This design comes from an exercise in tuning for a short achievable clock period and few clock cycles per item on the open sky130 flow, not from production work. The RTL was checked by simulation tests, not by an equivalence proof against the original design.

==> flow/design.v <==
`timescale 1ns/1ps
module fp_arithmetic_sequence_generator (
    input wire clk,
    input wire rst_n,
    input wire activate,
    input wire [31:0] a1,
    input wire [31:0] d,
    input wire [31:0] n,
    input wire [31:0] saddr,
    output reg done,
    output reg [31:0] mem_addr,
    output reg [31:0] mem_wdata,
    output reg mem_write,
    input wire mem_ready
);
    reg        busy;      
    reg        pend;      
    reg        tv;        
    reg        pv;        
    reg        nrm;       
    reg        neg;       
    reg [31:0] rem;       
    reg        sd;        
    reg [7:0]  ed;
    reg [23:0] md;
    reg [23:0] X, Y;      
    reg [47:0] W;         
    reg [7:0]  R;         
    reg [7:0]  dR;        
    reg        isB;       
    reg        isA;       
    reg        sX, sY;    
    reg        esub;      
    reg [23:0] rN;        
    reg [7:0]  eN;
    reg        sN;
    reg [31:0] H;         
    reg [31:0] T;         
    reg        tsync;     
    reg [31:0] A;         
    reg        wrn;       
    wire       wr = !wrn;
    wire        st = T[31];
    wire [7:0]  et = T[30:23];
    wire [23:0] mt = {1'b1, T[22:0]};
    wire [24:0] r   = {1'b0, X} + {1'b0, Y} + {24'd0, esub};
    wire        bor = !r[24];                         
    wire kp = !esub & r[24];
    wire k0 = !esub ? !r[24] : (!isB & r[23]);
    wire km = esub & !isB & !r[23] & r[22];
    wire kw = esub & (isB | (!r[23] & !r[22]));
    wire [22:0] f_p  = r[23:1];
    wire [22:0] f_0  = r[22:0];
    wire [22:0] f_m  = {r[21:0], 1'b0};
    wire [22:0] fn   = kp ? f_p : k0 ? f_0 : f_m;
    wire [23:0] mn   = {1'b1, fn};
    wire        sgn  = sX;
    wire dR0  = (dR == 8'd0);
    wire dR1  = (dR == 8'd1);
    wire wrap = (kp & (R == 8'hff)) | (km & (R == 8'h00));
    wire [7:0]  Rp1 = R + 8'd1;
    wire [7:0]  Rm1 = R - 8'd1;
    wire [7:0]  en  = kp ? Rp1 : k0 ? R : Rm1;        
    wire        nC  = km & dR0;                       
    wire        nB  = (k0 & dR0) | (km & dR1);
    wire [7:0]  Rn  = nC ? R : en;
    wire [7:0]  dRp = dR + 8'd1;
    wire [7:0]  dRm = ~(~dR + 8'd1);
    wire [7:0]  dRn = kp ? dRp : k0 ? dR : dR0 ? 8'd0 : dRm;
    wire [47:0] Wn  = !isA ? (kp ? {1'b0, md, 23'd0} : {md, 24'd0}) :
                      kp ? {1'b0, W[47:1]} : k0 ? W : {W[46:0], 1'b0};
    wire [8:0]  pdiff = {1'b0, et} - {1'b0, ed};
    wire [8:0]  pndiff = {1'b0, ed} - {1'b0, et};
    wire        pC = pdiff[8];
    wire        pB = (pdiff == 9'd0);
    wire [7:0]  pnd = pndiff[7:0];                    
    wire [47:0] pW = ({md, 24'd0} >> pdiff[4:0]) & {48{pdiff[7:5] == 3'b000}};
    wire [23:0] pYC = (mt >> pnd[4:0]) & {24{pnd[7:5] == 3'b000}};
    reg [4:0] lz;
    integer i;
    always @* begin
        lz = 5'd0;
        for (i = 0; i < 24; i = i + 1)
            if (rN[i]) lz = 5'd23 - i[4:0];
    end
    wire [23:0] nsh = rN << lz;
    wire        nzero = (rN == 24'd0);
    wire [8:0]  eNlz  = {1'b0, eN} - {4'd0, lz};      
    wire outst    = wr | pend;
    wire pend_n   = outst & !mem_ready;
    wire rem_last = wr ? (rem == 32'd1) : (rem == 32'd0);
    wire tfree    = !tv | wr;
    wire fast     = !nrm & !neg & pv & tfree;
    wire fast_ok  = fast & !kw;
    wire tv_n     = nrm | fast_ok | (tv & !wr);
    wire to_neg   = fast & isB & esub & bor;
    wire wr_n     = busy ? (tv_n & !pend_n & !rem_last) : (activate & (n != 32'd0));
    always @(posedge clk or negedge rst_n) begin
        if (!rst_n) begin
            busy      <= 1'b0;
            pend      <= 1'b0;
            mem_write <= 1'b0;
            wrn       <= 1'b1;
            done      <= 1'b0;
            tv        <= 1'b0;
            pv        <= 1'b0;
            nrm       <= 1'b0;
            neg       <= 1'b0;
            tsync     <= 1'b0;
        end else if (!busy) begin
            pend      <= 1'b0;
            mem_write <= wr_n;
            wrn       <= !wr_n;
            busy      <= activate & (n != 32'd0);
            done      <= activate & (n == 32'd0);
            tv        <= 1'b1;
            pv        <= 1'b0;
            nrm       <= 1'b0;
            neg       <= 1'b0;
            tsync     <= 1'b1;
        end else begin
            pend      <= pend_n;
            mem_write <= wr_n;
            wrn       <= !wr_n;
            done      <= !pend_n & rem_last;
            busy      <= !(!pend_n & rem_last);
            tv        <= tv_n;
            nrm       <= (fast & kw & !to_neg) | neg;
            neg       <= to_neg;
            pv        <= fast ? (!kw & !wrap) : (!nrm & !neg & tsync);
            tsync     <= !fast;
        end
    end
    wire        A_en = !busy | wr;
    wire [31:0] A_n  = !busy ? saddr : A + 32'd4;
    wire        T_en = !busy | nrm | fast;
    wire [31:0] T_nrm = nzero ? {sN, 31'd0} : {sN, eNlz[7:0], nsh[22:0]};
    wire [31:0] T_n  = !busy ? a1 : nrm ? T_nrm : {sgn, en, fn};
    always @(posedge clk) begin
        if (A_en) A <= A_n;
        if (T_en) H <= T_n;
        mem_wdata <= T_en ? T_n : H;
        T <= !busy ? a1 : nrm ? T_nrm : H;
    end
    always @(posedge clk or negedge rst_n) begin
        if (!rst_n) begin
            mem_addr  <= 32'd0;
        end else begin
            if (A_en) mem_addr  <= A_n;
        end
    end
    always @(posedge clk) begin
        if (!busy)
            rem <= n;
        else if (wr)
            rem <= rem - 32'd1;
    end
    always @(posedge clk) begin
        sd <= d[31];
        ed <= d[30:23];
        md <= {1'b1, d[22:0]};
    end
    always @(posedge clk) begin
        rN <= neg ? ~rN + 24'd1 : r[23:0];
        eN <= neg ? eN : R;
        sN <= neg ? sN : (isB & bor) ? sY : sX;
        if (fast) begin
            X    <= nC ? md : mn;
            Y    <= (nC ? {1'b0, mn[23:1]} : Wn[47:24]) ^ {24{sgn ^ sd}};
            W    <= Wn;
            R    <= Rn;
            dR   <= dRn;
            isB  <= nB;
            isA  <= !nB & !nC;
            sX   <= nC ? sd : sgn;
            sY   <= nC ? sgn : sd;
            esub <= sgn ^ sd;
        end else begin
            X    <= pC ? md : mt;
            Y    <= (pC ? pYC : pW[47:24]) ^ {24{st ^ sd}};
            W    <= pW;
            R    <= pC ? ed : et;
            dR   <= pC ? 8'd0 : pdiff[7:0];
            isB  <= pB;
            isA  <= !pB & !pC;
            sX   <= pC ? sd : st;
            sY   <= pC ? st : sd;
            esub <= st ^ sd;
        end
    end
endmodule
==> flow/flow/run.sh <==
#!/bin/bash
# Standard ORFS layout, with timing repair aimed well below the clock period.
set -euo pipefail
bash standard.sh finish SETUP_SLACK_MARGIN=9 > standard_flow.log 2>&1
==> flow/standard.sh <==
#!/bin/bash
# synth_recipe.tcl (not shown) runs the flow's synth.tcl, then flattens the netlist and writes it again
# the make line also repeats each setting of config.mk as NAME=value (left out here)
make -C /OpenROAD-flow-scripts/flow DESIGN_CONFIG=/design/flow/config.mk WORK_HOME=/design/flow/orfs CLKGATE_MAP_FILE= SYNTH_SCRIPT=/design/flow/synth_recipe.tcl "${@:-finish}"
==> flow/config.mk <==
export PLATFORM = sky130hd
export DESIGN_NAME = fp_arithmetic_sequence_generator
export DESIGN_NICKNAME = fp_arithmetic_sequence_generator
export VERILOG_FILES = /design/flow/design.v
export SDC_FILE = /design/flow/constraint.sdc
export NUM_CORES = 4
export LEC_CHECK = 0
export ABC_CLOCK_PERIOD_IN_PS = 2000
export CAP_MARGIN = 20
export CORE_MARGIN = 2
export CORE_UTILIZATION = 40
export SETUP_SLACK_MARGIN = 5
export SLEW_MARGIN = 20
==> flow/constraint.sdc <==
create_clock -name core_clock -period 12.0 [get_ports {clk}]
set_input_delay 2.4000 -clock core_clock [delete_from_list [all_inputs] [get_ports {clk}]]
set_output_delay 2.4000 -clock core_clock [all_outputs]
set_load 0.01 [all_outputs]
==> notes.md <==
[cells by family after synthesis]
kind of cell | after synthesis | share of synthesized area
xor gates and xnor gates | 136 | 0.0503
buffers and inverters | 269 | 0.0460
AOI/OAI and AO/OA | 780 | 0.215
adders and majority gates | 60 | 0.0333
and+or+nand+nor | 957 | 0.185
muxes | 210 | 0.103
DFF | 351 | 0.368
[placed cells by master, fill, tap and decap left out, drive strengths merged, types with 14 or more instances in the layout]
master and count:
mux2i 127, nor3 84, nor4 27, ha 55, nor2b 19, a22oi 32
a21oi 195, nand2 295, a211oi 35, o32ai 37, and3 14, or3 31
o22ai 47, nand3 99, mux4 20, xnor2 91, clkinv 14, xor2 45
nand4 26, inv 70, a21o 40, nand2b 15, mux2 63, o31ai 18
buf 382, dfxtp 162, nor2 288, a31oi 30, o211ai 22, o21ai 191
and2 35, clkbuf 79, dfrtp 41, edfxtp 147, clkdlybuf4s50 98
[layer usage]
layer  share of wire  up-vias  wire length (um)  track usage
li1                -    10933                 -            -
met1            0.39    12213             41300        0.432
met2            0.43     1664             44800        0.493
met3            0.12      455             12400       0.0964
met4           0.066        2              6910        0.187
met5        0.000085        -                 9            0
[sequential cells by signal, summed over array words and instances (netlist names), 8 cells and up]
name,count
rem,32
A,32
T,32
ed,8
X,23
R,8
mem_addr,32
Y,24
eN,8
H,32
md,23
dR,8
W,48
rN,24
[stage by stage]
stage                     hold slack, ns  worst slack, ns  instance area, sq um
after CTS                          0.473             8.29                 32300
after global routing               0.499             8.07                 33900
after floorplan                    0.472             8.74                 24200
after global placement             0.461             7.15                 26600
final                              0.474             8.11                 33900
after detailed placement           0.460             6.97                 26600
[worst max-delay path, cell delays in order (launching register included)]
cell,delay [ns]
dfxtp_2,0.35
fa_2,0.21
inv_2,0.04
fa_2,0.35
nand2b_4,0.16
a21oi_4,0.14
nand4bb_4,0.19
nand4_1,0.15
buf_4,0.20
a21oi_4,0.18
buf_12,0.17
o21ai_4,0.07
buf_12,0.18
buf_6,0.12
buf_16,0.14
mux2_4,0.31
o32ai_4,0.17
mux2i_2,0.49
nor3_1,0.08
[worst max path at each step]
stage | startpoint | to | depth (start not counted)
final | X[0] | Y[17] | 18
after CTS | H[10] | mem_wdata[10] | 1
after detailed placement | esub | Y[14] | 14
after floorplan | rN[0] | H[30] | 18
after global placement | esub | Y[14] | 14
after global routing | X[0] | Y[17] | 18
[cell type report]
type	count	area, sq um
Clock inverter	16	186
Inverter	74	344
Clock buffer	62	1240
Sequential cell	351	8730
Multi-Input combinational cell	2150	17300
Timing Repair inverter	1	20.0
Fill cell	5040	24900
Tap cell	773	967
Timing Repair Buffer	507	5190
Antenna cell	2	5.00
[timing repair]
| action | CTS | global route |
|---|---|---|
| endpoints found under the setup margin | 328 | 316 |
| pin swaps | 180 | 143 |
| buffers inserted | 180 | 77 |
| hold buffers | 0 | 0 |
| resized for setup | 845 | 292 |
| gates cloned | 25 | 0 |
| hold endpoints to repair | 0 | 0 |
==> flow_summary.yaml <==
outcome:
  status: "no timing/DRC/antenna violations"
worst_hold_path:
  holdPathEnd: "mem_addr[8]"
  hold_depth: 2
  hold_path.startpoint: "mem_addr[8]"
  hold_class: "flip-flop to flip-flop"
timing:
  maxSlewViolCount: 0
  setup_viol: 0
  fin_tns_setup_ns: 0
  finalCritPeriodShare: 0.324
  skew_ns: 0.0299
  fmax_mhz: 257
  rsz0062_at_grt: "true"
  finalHoldViolCount: 0
  slew_headroom: 0.140
  worstMarginPinSlew_ns: 1.28
  layout_min_cycle_time_ns: 3.89
route:
  routedWlPerCell_um: 26.8
  vias: 25267
  ant_nets: 0
  drc: 0
  avgViaCountPerCell: 6.42
  dr.pass1.iters: 7
  drt-total-wl_mm: 105
  drtIter0Drc: 3050
cts:
  clockBufferDepth: 3
  tritoncts: "yes"
  root_buffer: "clkbuf_16"
  path_clk_slew_ns: 0.06
  htree_levels: 2
  insertion_delay_ns: 0.59
  clock_sinks: 351
  cts_buffers: 42
floorplan:
  start_util: 0.403
  rows: 89
  dieArea_sq_mm: 0.0612
  core_region_area_sq_mm: 0.0588
  dieWidth_um: 247
  io_pins: 198
  die_height_um: 247
global_route:
  grt_usage: 0.332
  antenna_found_initial: 3
  grt_max_degree: 77
  grt_pass1_wl_mm: 154
  grt_pass1_vias: 24506
  overflow: 0
synthesis:
  yosys_warnings: 1
  synth_cell_types: 92
  async_flop_share: 0.120
  syn_area_sq_mm: 0.0237
  synth.most_common_cell: "nand2_1"
  synth_edf_count: 147
  synthCells: 2763
  avgSynthCellArea_sq_um: 8.57
  yosys-top-cells-count: "nand2_1 (295), nor2_1 (286), a21oi_1 (195)"
  synth.largest_area_cell: "edfxtp_1"
  synthTopCellsByArea: "edfxtp_1 (19%), dfxtp_1 (14%), mux2i_1 (5.4%)"
  synth.top_cell.area_share: 0.186
  seq_area_frac_synth: 0.368
  ys_seq_elements: 351
  synthesis.nets: 2955
  synth-main-ff-cell: "dfxtp_1"
finish:
  layoutNonFillerInstCount: 3936
  drive_gt1_frac: 0.326
  utilization: 0.577
  area_growth_pct: 43.3
  layout.nets: 3319
run:
  maxCapViolCount: 0
placement:
  place_congestion: 0.976
  dpl.hpwl_mm: 68.6
  place_inst: 3574
  io_buffers: 197
critical_path:
  arrival_ns: 4.32
  critPathCaptureType: "flip-flop"
  r2r_slack_ns: 8.11
  start_kind: "flip-flop"
  r2r-end: "Y[17]"
  criticalPathCategory: "flip-flop to flip-flop"
  crit_fanout: 4
  timing.rr.start: "X[0]"
  reg2regPathDepth: 18
  required_ns: 12.44
Testbench counts, summed over its fixed seeds: cycles 11,567, items 10,866.

what the ideal ports hide:
The flow's constraints put no driver on any port. The routed layout listed below was extracted and timed again, unchanged, in two steps.
Step 1 (the two cells are an assumption about what drives the block):
set clk [get_ports {clk}]
set_driving_cell -lib_cell sky130_fd_sc_hd__clkbuf_16 $clk
set_driving_cell -lib_cell sky130_fd_sc_hd__buf_2 [delete_from_list [all_inputs] $clk]
Step 2 adds t to the input delays and takes it off the output delays; t is the mean of the earliest and latest rising clock arrival at the registers after step 1. Input paths then give back, and output paths get back, about the clock's delay inside the block.
a / b / c = ideal ports / drivers / drivers and shift; a / b = the first two.
t (ns): 0.635
setup slack, ns: 8.112 / 8.112 / 8.112
worst register clock-pin slew, ns: 0.06 / 0.06
worst data-port slew with drivers (ns): 0.06
After both steps setup and hold are still met in this run. For this run, drivers alone change the setup slack by 0.000 ns; drivers and shift together by 0.000 ns.
